From an optimization exercise on the open Yosys and OpenROAD flow, aimed at small area and a short achievable clock period; shortcuts taken in it are not production practice.
Only simulation tests tie the RTL to the original design; equivalence was not proved.

## flow/run.sh

```bash
#!/bin/bash
# The standard layout, with repair_timing asked to leave a setup margin so
# that it shortens the register-to-register paths below the clock period.
# The clock period, the I/O delays and every other constraint are unchanged.
set -euo pipefail
export SETUP_SLACK_MARGIN=90
bash standard.sh > standard_flow.log 2>&1
```

## standard.sh

```bash
#!/bin/bash
# synth_recipe.tcl (not shown) runs the flow's synth.tcl, then flattens the netlist and writes it again
# the make line also repeats each setting of config.mk as NAME=value (left out here)
make -C /OpenROAD-flow-scripts/flow DESIGN_CONFIG=/design/flow/config.mk WORK_HOME=/design/flow/orfs CLKGATE_MAP_FILE= SYNTH_SCRIPT=/design/flow/synth_recipe.tcl "${@:-finish}"
```

## config.mk

```make
export PLATFORM = sky130hd
export DESIGN_NAME = mult_div_pipe
export DESIGN_NICKNAME = mult_div_pipe
export VERILOG_FILES = /design/flow/design.v
export SDC_FILE = /design/flow/constraint.sdc
export NUM_CORES = 4
export LEC_CHECK = 0
export ABC_AREA = 1
export CAP_MARGIN = 20
export CORE_MARGIN = 2
export CORE_UTILIZATION = 55
export SLEW_MARGIN = 20
```

## constraint.sdc

```tcl
create_clock -name core_clock -period 115.0 [get_ports {clk}]
set_input_delay 23.0000 -clock core_clock [delete_from_list [all_inputs] [get_ports {clk}]]
set_output_delay 23.0000 -clock core_clock [all_outputs]
set_load 0.01 [all_outputs]
```

## design.v

```verilog
package PARAMS_pkg;
    parameter INSTR_SIZE = 32;
    parameter ADDR_SIZE = 32;
    parameter WD_SIZE = 32;
    parameter INSTR_REG_SIZE = 5;
    parameter OPCODE_SIZE = 7;
    parameter FUNCT3_SIZE = 3;
    parameter FUNCT7_SIZE = 7;
    parameter IMM_I_SIZE = 12;
    parameter OPCODE_OP = 7'b0110011;  
    parameter OPCODE_IM = 7'b0010011;
    parameter OPCODE_LD = 7'b0000011;
    parameter OPCODE_ST = 7'b0100011;
    parameter OPCODE_BR = 7'b1100011;
    parameter OPCODE_JM = 7'b1101111;
    parameter F7_ADD = 7'b0;
    parameter F7_SUB = 7'b0100000;
    parameter F7_MULDIV = 7'b0000001;
    parameter F3_ADD = 3'b0;
    parameter F3_SUB = 3'b0;
    parameter F3_MUL = 3'b0;
    parameter F3_MULH = 3'b001;
    parameter F3_MULHSU = 3'b010;
    parameter F3_MULHU = 3'b011;
    parameter F3_DIV = 3'b100;
    parameter F3_DIVU = 3'b101;
    parameter F3_REM = 3'b110;
    parameter F3_REMU = 3'b111;
    parameter F3_LDB = 3'b0;
    parameter F3_LDW = 3'b010;
    parameter F3_STB = 3'b0;
    parameter F3_STW = 3'b010;
    parameter F3_BEQ = 3'b0;
    parameter F3_BNE = 3'b001;
    parameter F3_BLT = 3'b100;
    parameter F3_BGE = 3'b101;
    parameter F3_BLTU = 3'b110;
    parameter F3_BGEU = 3'b111;
    parameter MEM_ACCESS_BYTE = 3'b000;
    parameter MEM_ACCESS_HALF = 3'b001;
    parameter MEM_ACCESS_WORD = 3'b010;
    parameter RD = 1'b0;
    parameter WR = 1'b1;
    parameter BOOT_ADDR = 32'h00001000;
    parameter EXCEP_ADDR = 32'h00002000;
    parameter NOP_INSTR = { {{WD_SIZE-7}{1'b0}}, OPCODE_IM};  
    parameter CACHE_LINE_SIZE = 64;  
    parameter CACHE_NUM_LINES = 4;
endpackage
`timescale 1ns/1ps
module div_chain #(
    parameter integer K0 = 0,
    parameter integer K1 = 8
) (
    input  logic [(K0 > 0 ? K0 : 1)-1:0] r_i,
    input  logic [31:0] n_i,             
    input  logic [31:0] d_i,             
    output logic [K1-1:0] r_o,           
    output logic [K1-K0-1:0] q_o         
);
    logic [K1:K0][31:0] rr;
    if (K0 > 0) begin : g_rin
        assign rr[K0] = {{(32-K0){1'b0}}, r_i[K0-1:0]};
    end else begin : g_rzero
        assign rr[K0] = 32'b0;
    end
    for (genvar k = K0; k < K1; k++) begin : st
        localparam integer W = k + 1;
        logic [W-1:0] x;
        logic [W-1:0] diff;
        logic nb, hnz, q;
        if (k == 0) begin : g_x0
            assign x = n_i[31];
        end else begin : g_xn
            assign x = {rr[k][k-1:0], n_i[31-k]};
        end
        sk_add #(.W(W)) sub (.x (x), .y (~d_i[W-1:0]), .ci (1'b1), .s (diff), .co (nb));
        if (W < 32) begin : g_hi
            assign hnz = |d_i[31:W];
            assign rr[k+1][31:W] = '0;
        end else begin : g_nohi
            assign hnz = 1'b0;
        end
        assign q = nb & ~hnz;
        assign rr[k+1][W-1:0] = q ? diff : x;
        assign q_o[K1-1-k] = q;
    end
    assign r_o = rr[K1][K1-1:0];
endmodule
module md_rows #(
    parameter integer K0 = 12,
    parameter integer K1 = 22
) (
    input  logic div,                    
    input  logic [31:0] f_i,             
    input  logic [31:0] b_i,             
    input  logic [31:0] d_i,             
    input  logic [31:0] e_i,             
    input  logic k_i,                    
    output logic [31:0] f_o,             
    output logic [K1-K0-1:0] qs_o,       
    output logic [K1-K0-1:0] uc_o,       
    output logic [31:0] e_o,             
    output logic k_o
);
    logic [K1:K0][31:0] ff, ee;
    logic [K1:K0] kk;
    assign ff[K0] = f_i;
    assign ee[K0] = e_i;
    assign kk[K0] = k_i;
    for (genvar k = K0; k < K1; k++) begin : st
        localparam integer W = k + 1;
        logic [W-1:0] x, s, o;
        logic c, nhz, y, sel;
        assign y = b_i[31-k];
        if (k == 0) begin : g_x0
            assign x = y & div;
        end else begin : g_xn
            assign x = {ff[k][k-1:0], y & div};
        end
        assign o = ~d_i[W-1:0];
        sk_add #(.W(W)) add (.x (x), .y (o), .ci (div), .s (s), .co (c));
        if (W < 32) begin : g_hi
            assign nhz = div & ~|d_i[31:W];
        end else begin : g_nohi
            assign nhz = div;
        end
        assign sel = (c & nhz) | (~div & y);
        assign ff[k+1][W-1:0] = sel ? s : x;
        if (W < 32) begin : g_ff
            assign ff[k+1][31:W] = '0;
        end
        assign qs_o[K1-1-k] = div ? sel : ee[k][31];
        logic [32:W] kc;
        assign kc[W] = kk[k];
        for (genvar i = W; i < 32; i++) begin : ext
            assign {kc[i+1], ee[k+1][i]} = {1'b0, ee[k][i-1]} + {1'b0, ~d_i[i] & y} + {1'b0, kc[i]};
        end
        assign ee[k+1][W-1:0] = '0;
        assign uc_o[K1-1-k] = kc[32];
        assign kk[k+1] = c & y;
    end
    assign f_o = ff[K1];
    assign e_o = ee[K1];
    assign k_o = kk[K1];
endmodule
module sk_add #(
    parameter integer W = 8
) (
    input  logic [W-1:0] x,
    input  logic [W-1:0] y,
    input  logic ci,
    output logic [W-1:0] s,
    output logic co
);
    localparam integer N = W + 1;            
    localparam integer L = (N <= 2) ? 1 : (N <= 4) ? 2 : (N <= 8) ? 3 : (N <= 16) ? 4 :
                           (N <= 32) ? 5 : (N <= 64) ? 6 : 7;
    logic [(L+1)*N-1:0] g, p;                
    assign g[N-1:0] = {x & y, ci};
    assign p[N-1:0] = {x ^ y, 1'b0};
    for (genvar l = 0; l < L; l++) begin : lv
        for (genvar j = 0; j < N; j++) begin : b
            if (((j >> l) & 1) == 1) begin : c
                localparam integer K = ((j >> l) << l) - 1;
                assign g[(l+1)*N+j] = g[l*N+j] | (p[l*N+j] & g[l*N+K]);
                assign p[(l+1)*N+j] = p[l*N+j] & p[l*N+K];
            end else begin : n
                assign g[(l+1)*N+j] = g[l*N+j];
                assign p[(l+1)*N+j] = p[l*N+j];
            end
        end
    end
    assign s = p[W:1] ^ g[L*N +: W];
    assign co = g[L*N+W];
endmodule
module cond_neg (
    input  logic [31:0] x,
    input  logic n,
    input  logic c,
    output logic [31:0] y
);
    logic [6*32-1:0] a;        
    assign a[31:0] = {~x[30:0], 1'b1};
    for (genvar l = 0; l < 5; l++) begin : lv
        for (genvar j = 0; j < 32; j++) begin : b
            if (((j >> l) & 1) == 1) begin : c2
                assign a[(l+1)*32+j] = a[l*32+j] & a[l*32+((j >> l) << l)-1];
            end else begin : c1
                assign a[(l+1)*32+j] = a[l*32+j];
            end
        end
    end
    assign y = n ? (~x ^ ({32{c}} & a[5*32 +: 32])) : x;
endmodule
module booth_small (
    input  logic [32:0] x,
    input  logic [13:0] y,
    output logic [44:0] p
);
    logic [14:0] ys;
    assign ys = {{1{y[13]}}, y};
    logic [33:0] xs, x2;
    assign xs = {x[32], x};
    assign x2 = {x, 1'b0};
    logic one0, two0, neg0;
    assign one0 = ys[0] ^ 1'b0;
    assign two0 = (ys[1] & ~ys[0] & ~1'b0) | (~ys[1] & ys[0] & 1'b0);
    assign neg0 = ys[1];
    logic [33:0] pp0;
    assign pp0 = (({34{one0}} & xs) | ({34{two0}} & x2)) ^ {34{neg0}};
    logic one1, two1, neg1;
    assign one1 = ys[2] ^ ys[1];
    assign two1 = (ys[3] & ~ys[2] & ~ys[1]) | (~ys[3] & ys[2] & ys[1]);
    assign neg1 = ys[3];
    logic [33:0] pp1;
    assign pp1 = (({34{one1}} & xs) | ({34{two1}} & x2)) ^ {34{neg1}};
    logic one2, two2, neg2;
    assign one2 = ys[4] ^ ys[3];
    assign two2 = (ys[5] & ~ys[4] & ~ys[3]) | (~ys[5] & ys[4] & ys[3]);
    assign neg2 = ys[5];
    logic [33:0] pp2;
    assign pp2 = (({34{one2}} & xs) | ({34{two2}} & x2)) ^ {34{neg2}};
    logic one3, two3, neg3;
    assign one3 = ys[6] ^ ys[5];
    assign two3 = (ys[7] & ~ys[6] & ~ys[5]) | (~ys[7] & ys[6] & ys[5]);
    assign neg3 = ys[7];
    logic [33:0] pp3;
    assign pp3 = (({34{one3}} & xs) | ({34{two3}} & x2)) ^ {34{neg3}};
    logic one4, two4, neg4;
    assign one4 = ys[8] ^ ys[7];
    assign two4 = (ys[9] & ~ys[8] & ~ys[7]) | (~ys[9] & ys[8] & ys[7]);
    assign neg4 = ys[9];
    logic [33:0] pp4;
    assign pp4 = (({34{one4}} & xs) | ({34{two4}} & x2)) ^ {34{neg4}};
    logic one5, two5, neg5;
    assign one5 = ys[10] ^ ys[9];
    assign two5 = (ys[11] & ~ys[10] & ~ys[9]) | (~ys[11] & ys[10] & ys[9]);
    assign neg5 = ys[11];
    logic [33:0] pp5;
    assign pp5 = (({34{one5}} & xs) | ({34{two5}} & x2)) ^ {34{neg5}};
    logic one6, two6, neg6;
    assign one6 = ys[12] ^ ys[11];
    assign two6 = (ys[13] & ~ys[12] & ~ys[11]) | (~ys[13] & ys[12] & ys[11]);
    assign neg6 = ys[13];
    logic [33:0] pp6;
    assign pp6 = (({34{one6}} & xs) | ({34{two6}} & x2)) ^ {34{neg6}};
    logic t1, t2, t3, t4, t5, t6, t7, t8, t9, t10, t11, t12, t13, t14, t15, t16;
    logic t17, t18, t19, t20, t21, t22, t23, t24, t25, t26, t27, t28, t29, t30, t31, t32;
    logic t33, t34, t35, t36, t37, t38, t39, t40, t41, t42, t43, t44, t45, t46, t47, t48;
    logic t49, t50, t51, t52, t53, t54, t55, t56, t57, t58, t59, t60, t61, t62, t63, t64;
    logic t65, t66, t67, t68, t69, t70, t71, t72, t73, t74, t75, t76, t77, t78, t79, t80;
    logic t81, t82, t83, t84, t85, t86, t87, t88, t89, t90, t91, t92, t93, t94, t95, t96;
    logic t97, t98, t99, t100, t101, t102, t103, t104, t105, t106, t107, t108, t109, t110, t111, t112;
    logic t113, t114, t115, t116, t117, t118, t119, t120, t121, t122, t123, t124, t125, t126, t127, t128;
    logic t129, t130, t131, t132, t133, t134, t135, t136, t137, t138, t139, t140, t141, t142, t143, t144;
    logic t145, t146, t147, t148, t149, t150, t151, t152, t153, t154, t155, t156, t157, t158, t159, t160;
    logic t161, t162, t163, t164, t165, t166, t167, t168, t169, t170, t171, t172, t173, t174, t175, t176;
    logic t177, t178, t179, t180, t181, t182, t183, t184, t185, t186, t187, t188, t189, t190, t191, t192;
    logic t193, t194, t195, t196, t197, t198, t199, t200, t201, t202, t203, t204, t205, t206, t207, t208;
    logic t209, t210, t211, t212, t213, t214, t215, t216, t217, t218, t219, t220, t221, t222, t223, t224;
    logic t225, t226, t227, t228, t229, t230, t231, t232, t233, t234, t235, t236, t237, t238, t239, t240;
    logic t241, t242, t243, t244, t245, t246, t247, t248, t249, t250, t251, t252, t253, t254, t255, t256;
    logic t257, t258, t259, t260, t261, t262, t263, t264, t265, t266, t267, t268, t269, t270, t271, t272;
    logic t273, t274, t275, t276, t277, t278, t279, t280, t281, t282, t283, t284, t285, t286, t287, t288;
    logic t289, t290, t291, t292, t293, t294, t295, t296, t297, t298, t299, t300, t301, t302, t303, t304;
    logic t305, t306, t307, t308, t309, t310, t311, t312, t313, t314, t315, t316, t317, t318, t319, t320;
    logic t321, t322, t323, t324, t325, t326, t327, t328, t329, t330, t331, t332, t333, t334, t335, t336;
    logic t337, t338, t339, t340, t341, t342, t343, t344, t345, t346, t347, t348, t349, t350, t351, t352;
    logic t353, t354, t355, t356, t357, t358, t359, t360, t361, t362, t363, t364, t365, t366, t367, t368;
    logic t369, t370, t371, t372, t373, t374, t375, t376, t377, t378, t379, t380, t381, t382, t383, t384;
    logic t385, t386, t387, t388, t389, t390, t391, t392, t393, t394, t395, t396;
    assign {t2, t1} = {1'b0, pp0[10]} + {1'b0, pp1[8]};
    assign {t4, t3} = {1'b0, pp0[11]} + {1'b0, pp1[9]};
    assign {t6, t5} = {1'b0, pp0[12]} + {1'b0, pp1[10]} + {1'b0, pp2[8]};
    assign {t8, t7} = {1'b0, pp3[6]} + {1'b0, pp4[4]};
    assign {t10, t9} = {1'b0, pp0[13]} + {1'b0, pp1[11]} + {1'b0, pp2[9]};
    assign {t12, t11} = {1'b0, pp3[7]} + {1'b0, pp4[5]};
    assign {t14, t13} = {1'b0, pp0[14]} + {1'b0, pp1[12]} + {1'b0, pp2[10]};
    assign {t16, t15} = {1'b0, pp3[8]} + {1'b0, pp4[6]};
    assign {t18, t17} = {1'b0, pp0[15]} + {1'b0, pp1[13]} + {1'b0, pp2[11]};
    assign {t20, t19} = {1'b0, pp3[9]} + {1'b0, pp4[7]};
    assign {t22, t21} = {1'b0, pp0[16]} + {1'b0, pp1[14]} + {1'b0, pp2[12]};
    assign {t24, t23} = {1'b0, pp3[10]} + {1'b0, pp4[8]};
    assign {t26, t25} = {1'b0, pp0[17]} + {1'b0, pp1[15]} + {1'b0, pp2[13]};
    assign {t28, t27} = {1'b0, pp3[11]} + {1'b0, pp4[9]};
    assign {t30, t29} = {1'b0, pp0[18]} + {1'b0, pp1[16]} + {1'b0, pp2[14]};
    assign {t32, t31} = {1'b0, pp3[12]} + {1'b0, pp4[10]};
    assign {t34, t33} = {1'b0, pp0[19]} + {1'b0, pp1[17]} + {1'b0, pp2[15]};
    assign {t36, t35} = {1'b0, pp3[13]} + {1'b0, pp4[11]};
    assign {t38, t37} = {1'b0, pp0[20]} + {1'b0, pp1[18]} + {1'b0, pp2[16]};
    assign {t40, t39} = {1'b0, pp3[14]} + {1'b0, pp4[12]};
    assign {t42, t41} = {1'b0, pp0[21]} + {1'b0, pp1[19]} + {1'b0, pp2[17]};
    assign {t44, t43} = {1'b0, pp3[15]} + {1'b0, pp4[13]};
    assign {t46, t45} = {1'b0, pp0[22]} + {1'b0, pp1[20]} + {1'b0, pp2[18]};
    assign {t48, t47} = {1'b0, pp3[16]} + {1'b0, pp4[14]};
    assign {t50, t49} = {1'b0, pp0[23]} + {1'b0, pp1[21]} + {1'b0, pp2[19]};
    assign {t52, t51} = {1'b0, pp3[17]} + {1'b0, pp4[15]};
    assign {t54, t53} = {1'b0, pp0[24]} + {1'b0, pp1[22]} + {1'b0, pp2[20]};
    assign {t56, t55} = {1'b0, pp3[18]} + {1'b0, pp4[16]};
    assign {t58, t57} = {1'b0, pp0[25]} + {1'b0, pp1[23]} + {1'b0, pp2[21]};
    assign {t60, t59} = {1'b0, pp3[19]} + {1'b0, pp4[17]};
    assign {t62, t61} = {1'b0, pp0[26]} + {1'b0, pp1[24]} + {1'b0, pp2[22]};
    assign {t64, t63} = {1'b0, pp3[20]} + {1'b0, pp4[18]};
    assign {t66, t65} = {1'b0, pp0[27]} + {1'b0, pp1[25]} + {1'b0, pp2[23]};
    assign {t68, t67} = {1'b0, pp3[21]} + {1'b0, pp4[19]};
    assign {t70, t69} = {1'b0, pp0[28]} + {1'b0, pp1[26]} + {1'b0, pp2[24]};
    assign {t72, t71} = {1'b0, pp3[22]} + {1'b0, pp4[20]};
    assign {t74, t73} = {1'b0, pp0[29]} + {1'b0, pp1[27]} + {1'b0, pp2[25]};
    assign {t76, t75} = {1'b0, pp3[23]} + {1'b0, pp4[21]};
    assign {t78, t77} = {1'b0, pp0[30]} + {1'b0, pp1[28]} + {1'b0, pp2[26]};
    assign {t80, t79} = {1'b0, pp3[24]} + {1'b0, pp4[22]};
    assign {t82, t81} = {1'b0, pp0[31]} + {1'b0, pp1[29]} + {1'b0, pp2[27]};
    assign {t84, t83} = {1'b0, pp3[25]} + {1'b0, pp4[23]};
    assign {t86, t85} = {1'b0, pp0[32]} + {1'b0, pp1[30]} + {1'b0, pp2[28]};
    assign {t88, t87} = {1'b0, pp3[26]} + {1'b0, pp4[24]};
    assign {t90, t89} = {1'b0, ~pp0[33]} + {1'b0, pp1[31]} + {1'b0, pp2[29]};
    assign {t92, t91} = {1'b0, pp3[27]} + {1'b0, pp4[25]} + {1'b0, pp5[23]};
    assign {t94, t93} = {1'b0, pp1[32]} + {1'b0, pp2[30]} + {1'b0, pp3[28]};
    assign {t96, t95} = {1'b0, pp4[26]} + {1'b0, pp5[24]};
    assign {t98, t97} = {1'b0, ~pp1[33]} + {1'b0, pp2[31]} + {1'b0, pp3[29]};
    assign {t100, t99} = {1'b0, pp2[32]} + {1'b0, pp3[30]};
    assign {t102, t101} = {1'b0, pp0[6]} + {1'b0, pp1[4]};
    assign {t104, t103} = {1'b0, pp0[7]} + {1'b0, pp1[5]};
    assign {t106, t105} = {1'b0, pp0[8]} + {1'b0, pp1[6]} + {1'b0, pp2[4]};
    assign {t108, t107} = {1'b0, pp3[2]} + {1'b0, pp4[0]};
    assign {t110, t109} = {1'b0, pp0[9]} + {1'b0, pp1[7]} + {1'b0, pp2[5]};
    assign {t112, t111} = {1'b0, pp3[3]} + {1'b0, pp4[1]};
    assign {t114, t113} = {1'b0, t1} + {1'b0, pp2[6]} + {1'b0, pp3[4]};
    assign {t116, t115} = {1'b0, pp4[2]} + {1'b0, pp5[0]} + {1'b0, neg5};
    assign {t118, t117} = {1'b0, t3} + {1'b0, pp2[7]} + {1'b0, pp3[5]};
    assign {t120, t119} = {1'b0, pp4[3]} + {1'b0, pp5[1]} + {1'b0, t2};
    assign {t122, t121} = {1'b0, t5} + {1'b0, t7} + {1'b0, pp5[2]};
    assign {t124, t123} = {1'b0, pp6[0]} + {1'b0, neg6} + {1'b0, t4};
    assign {t126, t125} = {1'b0, t9} + {1'b0, t11} + {1'b0, pp5[3]};
    assign {t128, t127} = {1'b0, pp6[1]} + {1'b0, t6} + {1'b0, t8};
    assign {t130, t129} = {1'b0, t13} + {1'b0, t15} + {1'b0, pp5[4]};
    assign {t132, t131} = {1'b0, pp6[2]} + {1'b0, t10} + {1'b0, t12};
    assign {t134, t133} = {1'b0, t17} + {1'b0, t19} + {1'b0, pp5[5]};
    assign {t136, t135} = {1'b0, pp6[3]} + {1'b0, t14} + {1'b0, t16};
    assign {t138, t137} = {1'b0, t21} + {1'b0, t23} + {1'b0, pp5[6]};
    assign {t140, t139} = {1'b0, pp6[4]} + {1'b0, t18} + {1'b0, t20};
    assign {t142, t141} = {1'b0, t25} + {1'b0, t27} + {1'b0, pp5[7]};
    assign {t144, t143} = {1'b0, pp6[5]} + {1'b0, t22} + {1'b0, t24};
    assign {t146, t145} = {1'b0, t29} + {1'b0, t31} + {1'b0, pp5[8]};
    assign {t148, t147} = {1'b0, pp6[6]} + {1'b0, t26} + {1'b0, t28};
    assign {t150, t149} = {1'b0, t33} + {1'b0, t35} + {1'b0, pp5[9]};
    assign {t152, t151} = {1'b0, pp6[7]} + {1'b0, t30} + {1'b0, t32};
    assign {t154, t153} = {1'b0, t37} + {1'b0, t39} + {1'b0, pp5[10]};
    assign {t156, t155} = {1'b0, pp6[8]} + {1'b0, t34} + {1'b0, t36};
    assign {t158, t157} = {1'b0, t41} + {1'b0, t43} + {1'b0, pp5[11]};
    assign {t160, t159} = {1'b0, pp6[9]} + {1'b0, t38} + {1'b0, t40};
    assign {t162, t161} = {1'b0, t45} + {1'b0, t47} + {1'b0, pp5[12]};
    assign {t164, t163} = {1'b0, pp6[10]} + {1'b0, t42} + {1'b0, t44};
    assign {t166, t165} = {1'b0, t49} + {1'b0, t51} + {1'b0, pp5[13]};
    assign {t168, t167} = {1'b0, pp6[11]} + {1'b0, t46} + {1'b0, t48};
    assign {t170, t169} = {1'b0, t53} + {1'b0, t55} + {1'b0, pp5[14]};
    assign {t172, t171} = {1'b0, pp6[12]} + {1'b0, t50} + {1'b0, t52};
    assign {t174, t173} = {1'b0, t57} + {1'b0, t59} + {1'b0, pp5[15]};
    assign {t176, t175} = {1'b0, pp6[13]} + {1'b0, t54} + {1'b0, t56};
    assign {t178, t177} = {1'b0, t61} + {1'b0, t63} + {1'b0, pp5[16]};
    assign {t180, t179} = {1'b0, pp6[14]} + {1'b0, t58} + {1'b0, t60};
    assign {t182, t181} = {1'b0, t65} + {1'b0, t67} + {1'b0, pp5[17]};
    assign {t184, t183} = {1'b0, pp6[15]} + {1'b0, t62} + {1'b0, t64};
    assign {t186, t185} = {1'b0, t69} + {1'b0, t71} + {1'b0, pp5[18]};
    assign {t188, t187} = {1'b0, pp6[16]} + {1'b0, t66} + {1'b0, t68};
    assign {t190, t189} = {1'b0, t73} + {1'b0, t75} + {1'b0, pp5[19]};
    assign {t192, t191} = {1'b0, pp6[17]} + {1'b0, t70} + {1'b0, t72};
    assign {t194, t193} = {1'b0, t77} + {1'b0, t79} + {1'b0, pp5[20]};
    assign {t196, t195} = {1'b0, pp6[18]} + {1'b0, t74} + {1'b0, t76};
    assign {t198, t197} = {1'b0, t81} + {1'b0, t83} + {1'b0, pp5[21]};
    assign {t200, t199} = {1'b0, pp6[19]} + {1'b0, t78} + {1'b0, t80};
    assign {t202, t201} = {1'b0, t85} + {1'b0, t87} + {1'b0, pp5[22]};
    assign {t204, t203} = {1'b0, pp6[20]} + {1'b0, t82} + {1'b0, t84};
    assign {t206, t205} = {1'b0, t89} + {1'b0, t91} + {1'b0, pp6[21]};
    assign {t208, t207} = {1'b0, 1'b1} + {1'b0, t86} + {1'b0, t88};
    assign {t210, t209} = {1'b0, t93} + {1'b0, t95} + {1'b0, pp6[22]};
    assign {t212, t211} = {1'b0, 1'b1} + {1'b0, t90} + {1'b0, t92};
    assign {t214, t213} = {1'b0, t97} + {1'b0, pp4[27]} + {1'b0, pp5[25]};
    assign {t216, t215} = {1'b0, pp6[23]} + {1'b0, t94} + {1'b0, t96};
    assign {t218, t217} = {1'b0, t99} + {1'b0, pp4[28]} + {1'b0, pp5[26]};
    assign {t220, t219} = {1'b0, pp6[24]} + {1'b0, 1'b1} + {1'b0, t98};
    assign {t222, t221} = {1'b0, ~pp2[33]} + {1'b0, pp3[31]} + {1'b0, pp4[29]};
    assign {t224, t223} = {1'b0, pp5[27]} + {1'b0, pp6[25]} + {1'b0, t100};
    assign {t226, t225} = {1'b0, pp3[32]} + {1'b0, pp4[30]} + {1'b0, pp5[28]};
    assign {t228, t227} = {1'b0, pp6[26]} + {1'b0, 1'b1};
    assign {t230, t229} = {1'b0, ~pp3[33]} + {1'b0, pp4[31]} + {1'b0, pp5[29]};
    assign {t232, t231} = {1'b0, pp4[32]} + {1'b0, pp5[30]};
    assign {t234, t233} = {1'b0, pp0[4]} + {1'b0, pp1[2]};
    assign {t236, t235} = {1'b0, pp0[5]} + {1'b0, pp1[3]};
    assign {t238, t237} = {1'b0, t101} + {1'b0, pp2[2]} + {1'b0, pp3[0]};
    assign {t240, t239} = {1'b0, t103} + {1'b0, pp2[3]} + {1'b0, pp3[1]};
    assign {t242, t241} = {1'b0, t105} + {1'b0, t107} + {1'b0, neg4};
    assign {t244, t243} = {1'b0, t109} + {1'b0, t111} + {1'b0, t106};
    assign {t246, t245} = {1'b0, t113} + {1'b0, t115} + {1'b0, t110};
    assign {t248, t247} = {1'b0, t117} + {1'b0, t119} + {1'b0, t114};
    assign {t250, t249} = {1'b0, t121} + {1'b0, t123} + {1'b0, t118};
    assign {t252, t251} = {1'b0, t125} + {1'b0, t127} + {1'b0, t122};
    assign {t254, t253} = {1'b0, t129} + {1'b0, t131} + {1'b0, t126};
    assign {t256, t255} = {1'b0, t133} + {1'b0, t135} + {1'b0, t130};
    assign {t258, t257} = {1'b0, t137} + {1'b0, t139} + {1'b0, t134};
    assign {t260, t259} = {1'b0, t141} + {1'b0, t143} + {1'b0, t138};
    assign {t262, t261} = {1'b0, t145} + {1'b0, t147} + {1'b0, t142};
    assign {t264, t263} = {1'b0, t149} + {1'b0, t151} + {1'b0, t146};
    assign {t266, t265} = {1'b0, t153} + {1'b0, t155} + {1'b0, t150};
    assign {t268, t267} = {1'b0, t157} + {1'b0, t159} + {1'b0, t154};
    assign {t270, t269} = {1'b0, t161} + {1'b0, t163} + {1'b0, t158};
    assign {t272, t271} = {1'b0, t165} + {1'b0, t167} + {1'b0, t162};
    assign {t274, t273} = {1'b0, t169} + {1'b0, t171} + {1'b0, t166};
    assign {t276, t275} = {1'b0, t173} + {1'b0, t175} + {1'b0, t170};
    assign {t278, t277} = {1'b0, t177} + {1'b0, t179} + {1'b0, t174};
    assign {t280, t279} = {1'b0, t181} + {1'b0, t183} + {1'b0, t178};
    assign {t282, t281} = {1'b0, t185} + {1'b0, t187} + {1'b0, t182};
    assign {t284, t283} = {1'b0, t189} + {1'b0, t191} + {1'b0, t186};
    assign {t286, t285} = {1'b0, t193} + {1'b0, t195} + {1'b0, t190};
    assign {t288, t287} = {1'b0, t197} + {1'b0, t199} + {1'b0, t194};
    assign {t290, t289} = {1'b0, t201} + {1'b0, t203} + {1'b0, t198};
    assign {t292, t291} = {1'b0, t205} + {1'b0, t207} + {1'b0, t202};
    assign {t294, t293} = {1'b0, t209} + {1'b0, t211} + {1'b0, t206};
    assign {t296, t295} = {1'b0, t213} + {1'b0, t215} + {1'b0, t210};
    assign {t298, t297} = {1'b0, t217} + {1'b0, t219} + {1'b0, t214};
    assign {t300, t299} = {1'b0, t221} + {1'b0, t223} + {1'b0, t218};
    assign {t302, t301} = {1'b0, t225} + {1'b0, t227} + {1'b0, t222};
    assign {t304, t303} = {1'b0, t229} + {1'b0, pp6[27]} + {1'b0, t226};
    assign {t306, t305} = {1'b0, t231} + {1'b0, pp6[28]} + {1'b0, 1'b1};
    assign {t308, t307} = {1'b0, ~pp4[33]} + {1'b0, pp5[31]} + {1'b0, pp6[29]};
    assign {t310, t309} = {1'b0, pp5[32]} + {1'b0, pp6[30]};
    assign {t312, t311} = {1'b0, pp0[2]} + {1'b0, pp1[0]};
    assign {t314, t313} = {1'b0, pp0[3]} + {1'b0, pp1[1]};
    assign {t316, t315} = {1'b0, t233} + {1'b0, pp2[0]} + {1'b0, neg2};
    assign {t318, t317} = {1'b0, t235} + {1'b0, pp2[1]} + {1'b0, t234};
    assign {t320, t319} = {1'b0, t237} + {1'b0, neg3} + {1'b0, t236};
    assign {t322, t321} = {1'b0, t239} + {1'b0, t102} + {1'b0, t238};
    assign {t324, t323} = {1'b0, t241} + {1'b0, t104} + {1'b0, t240};
    assign {t326, t325} = {1'b0, t243} + {1'b0, t108} + {1'b0, t242};
    assign {t328, t327} = {1'b0, t245} + {1'b0, t112} + {1'b0, t244};
    assign {t330, t329} = {1'b0, t247} + {1'b0, t116} + {1'b0, t246};
    assign {t332, t331} = {1'b0, t249} + {1'b0, t120} + {1'b0, t248};
    assign {t334, t333} = {1'b0, t251} + {1'b0, t124} + {1'b0, t250};
    assign {t336, t335} = {1'b0, t253} + {1'b0, t128} + {1'b0, t252};
    assign {t338, t337} = {1'b0, t255} + {1'b0, t132} + {1'b0, t254};
    assign {t340, t339} = {1'b0, t257} + {1'b0, t136} + {1'b0, t256};
    assign {t342, t341} = {1'b0, t259} + {1'b0, t140} + {1'b0, t258};
    assign {t344, t343} = {1'b0, t261} + {1'b0, t144} + {1'b0, t260};
    assign {t346, t345} = {1'b0, t263} + {1'b0, t148} + {1'b0, t262};
    assign {t348, t347} = {1'b0, t265} + {1'b0, t152} + {1'b0, t264};
    assign {t350, t349} = {1'b0, t267} + {1'b0, t156} + {1'b0, t266};
    assign {t352, t351} = {1'b0, t269} + {1'b0, t160} + {1'b0, t268};
    assign {t354, t353} = {1'b0, t271} + {1'b0, t164} + {1'b0, t270};
    assign {t356, t355} = {1'b0, t273} + {1'b0, t168} + {1'b0, t272};
    assign {t358, t357} = {1'b0, t275} + {1'b0, t172} + {1'b0, t274};
    assign {t360, t359} = {1'b0, t277} + {1'b0, t176} + {1'b0, t276};
    assign {t362, t361} = {1'b0, t279} + {1'b0, t180} + {1'b0, t278};
    assign {t364, t363} = {1'b0, t281} + {1'b0, t184} + {1'b0, t280};
    assign {t366, t365} = {1'b0, t283} + {1'b0, t188} + {1'b0, t282};
    assign {t368, t367} = {1'b0, t285} + {1'b0, t192} + {1'b0, t284};
    assign {t370, t369} = {1'b0, t287} + {1'b0, t196} + {1'b0, t286};
    assign {t372, t371} = {1'b0, t289} + {1'b0, t200} + {1'b0, t288};
    assign {t374, t373} = {1'b0, t291} + {1'b0, t204} + {1'b0, t290};
    assign {t376, t375} = {1'b0, t293} + {1'b0, t208} + {1'b0, t292};
    assign {t378, t377} = {1'b0, t295} + {1'b0, t212} + {1'b0, t294};
    assign {t380, t379} = {1'b0, t297} + {1'b0, t216} + {1'b0, t296};
    assign {t382, t381} = {1'b0, t299} + {1'b0, t220} + {1'b0, t298};
    assign {t384, t383} = {1'b0, t301} + {1'b0, t224} + {1'b0, t300};
    assign {t386, t385} = {1'b0, t303} + {1'b0, t228} + {1'b0, t302};
    assign {t388, t387} = {1'b0, t305} + {1'b0, t230} + {1'b0, t304};
    assign {t390, t389} = {1'b0, t307} + {1'b0, t232} + {1'b0, t306};
    assign {t392, t391} = {1'b0, t309} + {1'b0, 1'b1} + {1'b0, t308};
    assign {t394, t393} = {1'b0, ~pp5[33]} + {1'b0, pp6[31]} + {1'b0, t310};
    assign {t396, t395} = {1'b0, pp6[32]} + {1'b0, 1'b1};
    logic [44:0] sa, sb;
    assign sa[0] = pp0[0];
    assign sb[0] = neg0;
    assign sa[1] = pp0[1];
    assign sb[1] = 1'b0;
    assign sa[2] = t311;
    assign sb[2] = neg1;
    assign sa[3] = t313;
    assign sb[3] = t312;
    assign sa[4] = t315;
    assign sb[4] = t314;
    assign sa[5] = t317;
    assign sb[5] = t316;
    assign sa[6] = t319;
    assign sb[6] = t318;
    assign sa[7] = t321;
    assign sb[7] = t320;
    assign sa[8] = t323;
    assign sb[8] = t322;
    assign sa[9] = t325;
    assign sb[9] = t324;
    assign sa[10] = t327;
    assign sb[10] = t326;
    assign sa[11] = t329;
    assign sb[11] = t328;
    assign sa[12] = t331;
    assign sb[12] = t330;
    assign sa[13] = t333;
    assign sb[13] = t332;
    assign sa[14] = t335;
    assign sb[14] = t334;
    assign sa[15] = t337;
    assign sb[15] = t336;
    assign sa[16] = t339;
    assign sb[16] = t338;
    assign sa[17] = t341;
    assign sb[17] = t340;
    assign sa[18] = t343;
    assign sb[18] = t342;
    assign sa[19] = t345;
    assign sb[19] = t344;
    assign sa[20] = t347;
    assign sb[20] = t346;
    assign sa[21] = t349;
    assign sb[21] = t348;
    assign sa[22] = t351;
    assign sb[22] = t350;
    assign sa[23] = t353;
    assign sb[23] = t352;
    assign sa[24] = t355;
    assign sb[24] = t354;
    assign sa[25] = t357;
    assign sb[25] = t356;
    assign sa[26] = t359;
    assign sb[26] = t358;
    assign sa[27] = t361;
    assign sb[27] = t360;
    assign sa[28] = t363;
    assign sb[28] = t362;
    assign sa[29] = t365;
    assign sb[29] = t364;
    assign sa[30] = t367;
    assign sb[30] = t366;
    assign sa[31] = t369;
    assign sb[31] = t368;
    assign sa[32] = t371;
    assign sb[32] = t370;
    assign sa[33] = t373;
    assign sb[33] = t372;
    assign sa[34] = t375;
    assign sb[34] = t374;
    assign sa[35] = t377;
    assign sb[35] = t376;
    assign sa[36] = t379;
    assign sb[36] = t378;
    assign sa[37] = t381;
    assign sb[37] = t380;
    assign sa[38] = t383;
    assign sb[38] = t382;
    assign sa[39] = t385;
    assign sb[39] = t384;
    assign sa[40] = t387;
    assign sb[40] = t386;
    assign sa[41] = t389;
    assign sb[41] = t388;
    assign sa[42] = t391;
    assign sb[42] = t390;
    assign sa[43] = t393;
    assign sb[43] = t392;
    assign sa[44] = t395;
    assign sb[44] = t394;
    logic co;
    sk_add #(.W(45)) fin (.x (sa), .y (sb), .ci (1'b0), .s (p), .co (co));
endmodule
`timescale 1ns/1ps
import PARAMS_pkg::*;
module mult_div_pipe (
    input clk,
    input reset_n,
    input logic op_i,
    input logic [FUNCT7_SIZE-1:0] funct7_i,
    input logic [FUNCT3_SIZE-1:0] funct3_i,
    input logic [WD_SIZE-1:0] op1_data_i,
    input logic [WD_SIZE-1:0] op2_data_i,
    input logic [INSTR_REG_SIZE-1:0] rd_i,
    input logic ctrl_reg_write_i,
    output logic [INSTR_REG_SIZE-1:0] rd_m0_o,
    output logic [INSTR_REG_SIZE-1:0] rd_m1_o,
    output logic [INSTR_REG_SIZE-1:0] rd_m2_o,
    output logic [INSTR_REG_SIZE-1:0] rd_m3_o,
    output logic [WD_SIZE-1:0] bypass_ml_data_o,
    output logic bypass_ctrl_reg_write_ml_o,
    output logic [INSTR_REG_SIZE-1:0] rd_o,
    output logic ctrl_reg_write_o,
    output logic valid_result_o,
    output logic [WD_SIZE-1:0] result_o
);
localparam integer K1 = 13;    
localparam integer K2 = 21;    
logic v0, w0;
logic [4:0] rd0;
logic [2:0] f0;
logic [31:0] a0, b0;
always_ff @(posedge clk) begin
    a0 <= op1_data_i;
    b0 <= op2_data_i;
    f0 <= funct3_i;
    if (!reset_n) begin
        v0 <= 1'b0;
        w0 <= 1'b0;
        rd0 <= 5'b0;
    end else begin
        v0 <= op_i && (funct7_i == F7_MULDIV) && ctrl_reg_write_i;
        w0 <= ctrl_reg_write_i;
        rd0 <= ctrl_reg_write_i ? rd_i : 5'b0;
    end
end
logic sa0, sb0, na0, nb0;
assign sa0 = f0[2] ? ~f0[0] : (f0[1] ^ f0[0]);
assign sb0 = f0[2] ? ~f0[0] : (f0[1:0] == 2'b01);
assign na0 = sa0 & a0[31];
assign nb0 = sb0 & b0[31];
logic [31:0] ua0, ub0;
cond_neg nga (.x (a0), .n (na0), .c (1'b1), .y (ua0));
cond_neg ngb (.x (b0), .n (nb0), .c (1'b1), .y (ub0));
logic [31+K1:0] ph;
booth_small bm (.x ({1'b0, ua0}), .y ({1'b0, ub0[31:32-K1]}), .p (ph));
logic [K1-1:0] r1_d, q1_d;
div_chain #(.K0(0), .K1(K1)) dc1 (
    .r_i (1'b0), .n_i (ua0), .d_i (ub0), .r_o (r1_d), .q_o (q1_d)
);
logic bz, neg;
assign bz = (ub0 == 32'b0);
assign neg = ~f0[2] ? (na0 ^ nb0) : f0[1] ? na0 : (na0 ^ nb0) & ~bz;
logic v1, w1, div1, neg1, low1;
logic [4:0] rd1;
logic [K1-1:0] r1, q1;
logic [31:K1] e1;
logic [31-K1:0] n1;
logic [31:0] d1;
always_ff @(posedge clk) begin
    r1 <= f0[2] ? r1_d : ph[K1-1:0];
    q1 <= f0[2] ? q1_d : ph[31+K1:32];
    e1 <= ph[31:K1];
    n1 <= f0[2] ? ua0[31-K1:0] : ub0[31-K1:0];
    d1 <= f0[2] ? ub0 : ~ua0;
    div1 <= f0[2];
    neg1 <= neg;
    low1 <= f0[2] ? f0[1] : (f0[1:0] == 2'b00);
    if (!reset_n) begin
        v1 <= 1'b0;
        w1 <= 1'b0;
        rd1 <= 5'b0;
    end else begin
        v1 <= v0;
        w1 <= w0;
        rd1 <= rd0;
    end
end
logic [31:0] f2_d, e2_d;
logic [K2-K1-1:0] qs2_d, uc2_d;
logic k2_d;
md_rows #(.K0(K1), .K1(K2)) mr2 (
    .div (div1), .f_i ({{(32-K1){1'b0}}, r1}), .b_i ({{K1{1'b0}}, n1}), .d_i (d1),
    .e_i ({e1, {K1{1'b0}}}), .k_i (1'b0),
    .f_o (f2_d), .qs_o (qs2_d), .uc_o (uc2_d), .e_o (e2_d), .k_o (k2_d)
);
logic v2, w2, div2, neg2, low2, k2;
logic [4:0] rd2;
logic [K2-1:0] f2, qs2;
logic [K2-K1-1:0] uc2;
logic [31:K2] e2;
logic [31-K2:0] n2;
logic [31:0] d2;
always_ff @(posedge clk) begin
    f2 <= f2_d[K2-1:0];
    qs2 <= {q1, qs2_d};
    uc2 <= uc2_d;
    e2 <= e2_d[31:K2];
    k2 <= k2_d;
    n2 <= n1[31-K2:0];
    d2 <= d1;
    div2 <= div1;
    neg2 <= neg1;
    low2 <= low1;
    if (!reset_n) begin
        v2 <= 1'b0;
        w2 <= 1'b0;
        rd2 <= 5'b0;
    end else begin
        v2 <= v1;
        w2 <= w1;
        rd2 <= rd1;
    end
end
logic [31:0] f3_d, e3_d;
logic [31-K2:0] qs3_d, uc3_d;
logic k3_d;
md_rows #(.K0(K2), .K1(32)) mr3 (
    .div (div2), .f_i ({{(32-K2){1'b0}}, f2}), .b_i ({{K2{1'b0}}, n2}), .d_i (d2),
    .e_i ({e2, {K2{1'b0}}}), .k_i (k2),
    .f_o (f3_d), .qs_o (qs3_d), .uc_o (uc3_d), .e_o (e3_d), .k_o (k3_d)
);
logic [31:0] qs3, hi3, ures, res3_d;
assign qs3 = {qs2, qs3_d};
logic hco;
sk_add #(.W(32)) hadd (.x (qs3), .y ({{K1{1'b0}}, uc2, uc3_d}), .ci (k3_d), .s (hi3), .co (hco));
assign ures = low2 ? f3_d : div2 ? qs3 : hi3;
logic cin;
assign cin = neg2 & (div2 | (f3_d == 32'b0));
cond_neg ngr (.x (ures), .n (neg2), .c (cin), .y (res3_d));
logic v3, w3, v4, w4;
logic [4:0] rd3, rd4;
logic [31:0] res3, res4;
always_ff @(posedge clk) begin
    res3 <= res3_d;
    res4 <= res3;
    if (!reset_n) begin
        v3 <= 1'b0;
        w3 <= 1'b0;
        rd3 <= 5'b0;
        v4 <= 1'b0;
        w4 <= 1'b0;
        rd4 <= 5'b0;
    end else begin
        v3 <= v2;
        w3 <= w2;
        rd3 <= rd2;
        v4 <= v3;
        w4 <= w3;
        rd4 <= rd3;
    end
end
assign rd_m0_o = rd0;
assign rd_m1_o = rd1;
assign rd_m2_o = rd2;
assign rd_m3_o = rd3;
assign bypass_ml_data_o = res3;
assign bypass_ctrl_reg_write_ml_o = w3;
assign rd_o = rd4;
assign ctrl_reg_write_o = w4;
assign valid_result_o = v4;
assign result_o = res4;
endmodule
```

==> out/results.txt <==
Run status - complete, no violations
R2R Path Start - div2
Dominant register cell in the synthesized netlist - dfxtp_1
Endpoints failing hold - 0
Placement-stage cell area - 59600 sq um
DR WL/cell - 20.9 microns
Clock latency reported for the late side of the worst-skew pair - 0.62 ns
Final cycle utilization of the critical path - 0.213
Standard cell core area - 102000 sq um
CTS tree - done
Placed wire-length estimate - 150000 microns
Tightest slew margin relative to the limit - 0.275
Cell type of the slowest stage on the worst timing path - clkdlybuf4s50_1
Gate count of the mapped netlist - 8096
Area of the mapped netlist - 56600 sq um
Clock root buffer - clkbuf_16
Min-Delay Path Depth - 0
Die width - 325 microns
Finished Cell Area - 72100 sq um
Max Cap Viol - 0
Sequential cell area fraction in the yosys report - 0.132
Total grt overflow - 0
Number of antenna violations at the first check in global routing - 7
Buf+Inv Stages, Crit Path - 1
Vias per std cell - 5.77
Die Ht - 325 microns
Unrepaired setup endpoints after global routing - false
Fraction of post-synthesis cell area in the top cell type by area - 0.160
Delay of the slowest critical-path stage - 0.56 ns
Number of core rows - 117
Number of synthesized flops with an enable pin - 0
Worst r2r path cells - 181
Synthesis-stage register bit count - 373
Port bufs - 174
Number of global-route vias before repair - 55000
Capture instance of the worst register-to-register path - res3[29]
Fraction of final layout cells with drive strength greater than 1 - 0.230
Slack of the worst reg-to-reg path - 90.53 ns
Placer's final routability congestion estimate - 0.954
Final total negative setup slack - 0 ns
Syn. warnings - 1
Initial core utilization - 0.556
Class of the tightest hold or removal check - flip-flop to flip-flop
Cell family with most CP delay - buffers and inverters
Crit-path cells - clkdlybuf4s50_1
Clk sinks - 373
Startpoint Class - flip-flop
Floorplan die area - 106000 sq um
Maximum clock skew at final layout - 0.0534 ns
Max H-tree Level - 2
Overall routed net length - 211000 microns
Footprint of the multi-input gates - 49500 sq um
Final Max Slew Viols - 0
Number of remaining DRC errors - 0
# IOs - 175
Crit Path Max Fanout - 2
Start-to-end type of the worst setup path - flip-flop to primary output
Cell type contributing the most total cell area after synthesis - fa_1
Layout overhead on the synthesized area - 27.3%
Number of library cell types mapped by synthesis - 77
Transition time at the pin with the least slew margin - 1.08 ns
Net count after synthesis - 9259
Vias after detailed routing - 58100
Critical path data required time - 92.00 ns
Number of buffers inserted during clock tree synthesis - 40
Clock transition at the register clock pins on the worst setup and hold paths after CTS - 0.07 ns
Hold-fix buffer count after cts - 0
Maximum number of pins on one net before global-route repair - 72
DRC marker count from the first detailed-route iteration - 4631
Post-route antenna net violation count - 0
Endpoint type of the worst setup path - primary output
NumNets Final - 9835
Mean Syn Cell Area - 7.00 sq um
Fill cell total of the finished layout - 8491
Wire length of the first global-routing pass - 307000 microns
Origin of the worst min-delay path - neg1
Area occupied by registers - 7500 sq um
Maximum count of clock buffers along a single path - 3
Synth cell count leaders - nand2_1, inv_1, nand3_1
Setup violations, final - 0
Worst Hold Endpoint - neg2
Top cells by area, synth - fa_1, ha_1, dfxtp_1
Clock period minus worst slack - 24.55 ns
FFs w/ async S/R, synth - 0
WP data arrival - 1.55 ns
Number of optimization iterations in the first detailed-route pass - 8
Highest Clock Rate - 0.0407 GHz
Total global routing track utilization - 0.369
Most frequent cell after synthesis - nand2_1
cell families (layout without fill, tap and decap cells):
family,Yosys count,in the layout,share of synthesized area
AND/OR/NAND/NOR,3564,3577,0.277
other,0,4,0
AO/OA/AOI/OAI,1057,1072,0.110
multiplexers,2,2,0.000376
XOR/XNOR,507,507,0.0789
buffers and inverters,1513,2091,0.104
flip-flops,373,373,0.132
adder cells (fa/ha/maj),1080,1080,0.299
per-layer routing:
metal,up-vias,global-route usage,part of all wire
li1,27200,-,-
met1,27400,0.451,0.39
met2,2609,0.625,0.47
met3,898,0.0481,0.073
met4,2,0.214,0.074
met5,-,0,0.000081
what timing repair did:
| action | 4_1_cts | 5_1_grt |
|---|---|---|
| pin swaps | 142 | 466 |
| buffers inserted | 180 | 296 |
| resized for setup | 481 | 994 |
| gates cloned | 37 | 17 |
| endpoints found under the setup margin | 84 | 77 |
layout make-up:
class / instances / area share
inverter: 1261 / 0.0688
clock inverter: 17 / 0.00382
timing repair buffer: 749 / 0.0959
sequential: 373 / 0.104
tap: 1368 / 0.0237
antenna: 4 / 0.000139
multi-input combinational: 6238 / 0.686
clock buffer: 55 / 0.0159
timing repair inverter: 9 / 0.00127
placed cells by master, fill, tap and decap left out, types with 174 or more instances in the layout:
cell             count
inv_1             1131
nand3_1            585
xor2_1             367
dfxtp_1            362
nand2_1           1660
a21oi_1            232
buf_4              474
nand2_2            267
ha_1               501
o22ai_1            211
fa_1               433
clkdlybuf4s50_1    174
nor2_1             375
sequential cells by signal, indices dropped and copies added, names as in the netlist, 5 cells and up:
signal and cells:
n2 11, res4 32, rd4 5, q1 13, res3 32, d2 32, d1 32, r1 13
n1 19, f2 21, a0 32, rd1 5, e1 19, qs2 21, uc2 8, rd2 5
rd0 5, e2 11, b0 32, rd3 5
metrics by stage:
step / utilization / hold WS, ns / setup WS, ns / instances
after floorplan: - / 0.310 / 90.68 / 8096
after global placement: 0.585 / 0.310 / 83.05 / 9468
after detailed placement: 0.585 / 0.313 / 82.31 / 9468
after CTS: 0.637 / 0.325 / 90.01 / 9757
after global routing: 0.708 / 0.331 / 89.27 / 10100
final: 0.708 / 0.325 / 90.45 / 10100
worst max-delay path by stage:
stage          slack [ns]             endpoint  cells after the start    start
2_1_floorplan       90.68             res3[31]                    184     div2
3_3_place_gp        83.05             res3[31]                    176    d2[1]
3_5_place_dp        82.31             res3[31]                    176    d2[1]
4_1_cts             90.01                r1[2]                    158    a0[0]
5_1_grt             89.27             res3[31]                    194     div2
6_report            90.45  bypass_ml_data_o[3]                      1  res3[3]

what the ideal ports hide:
The flow's constraints put no driver on any port. The routed layout listed below was extracted and timed again, unchanged, in two steps. Step 1 assumes that a clkbuf_16 drives the clock port and a buf_2 every other input. Step 2 moves the port delays by t, midway between the first and last clock arrival at a register: inputs arrive t later, outputs are due t later. That takes back most of the time a late clock gives input paths. Three values: ideal, step 1, step 2; two values: the first two.
t, ns: 0.667
setup slack, ns: 90.454 / 90.383 / 90.040
worst hold slack (ns): 0.325 / 0.325 / 0.325
latest minus earliest clock arrival (ns): 0.053 / 0.054
cell pins on the clock port's net: 1
After both steps setup and hold are still met in this run. For this run, drivers alone change the setup slack by -0.071 ns; drivers and shift together by -0.414 ns.
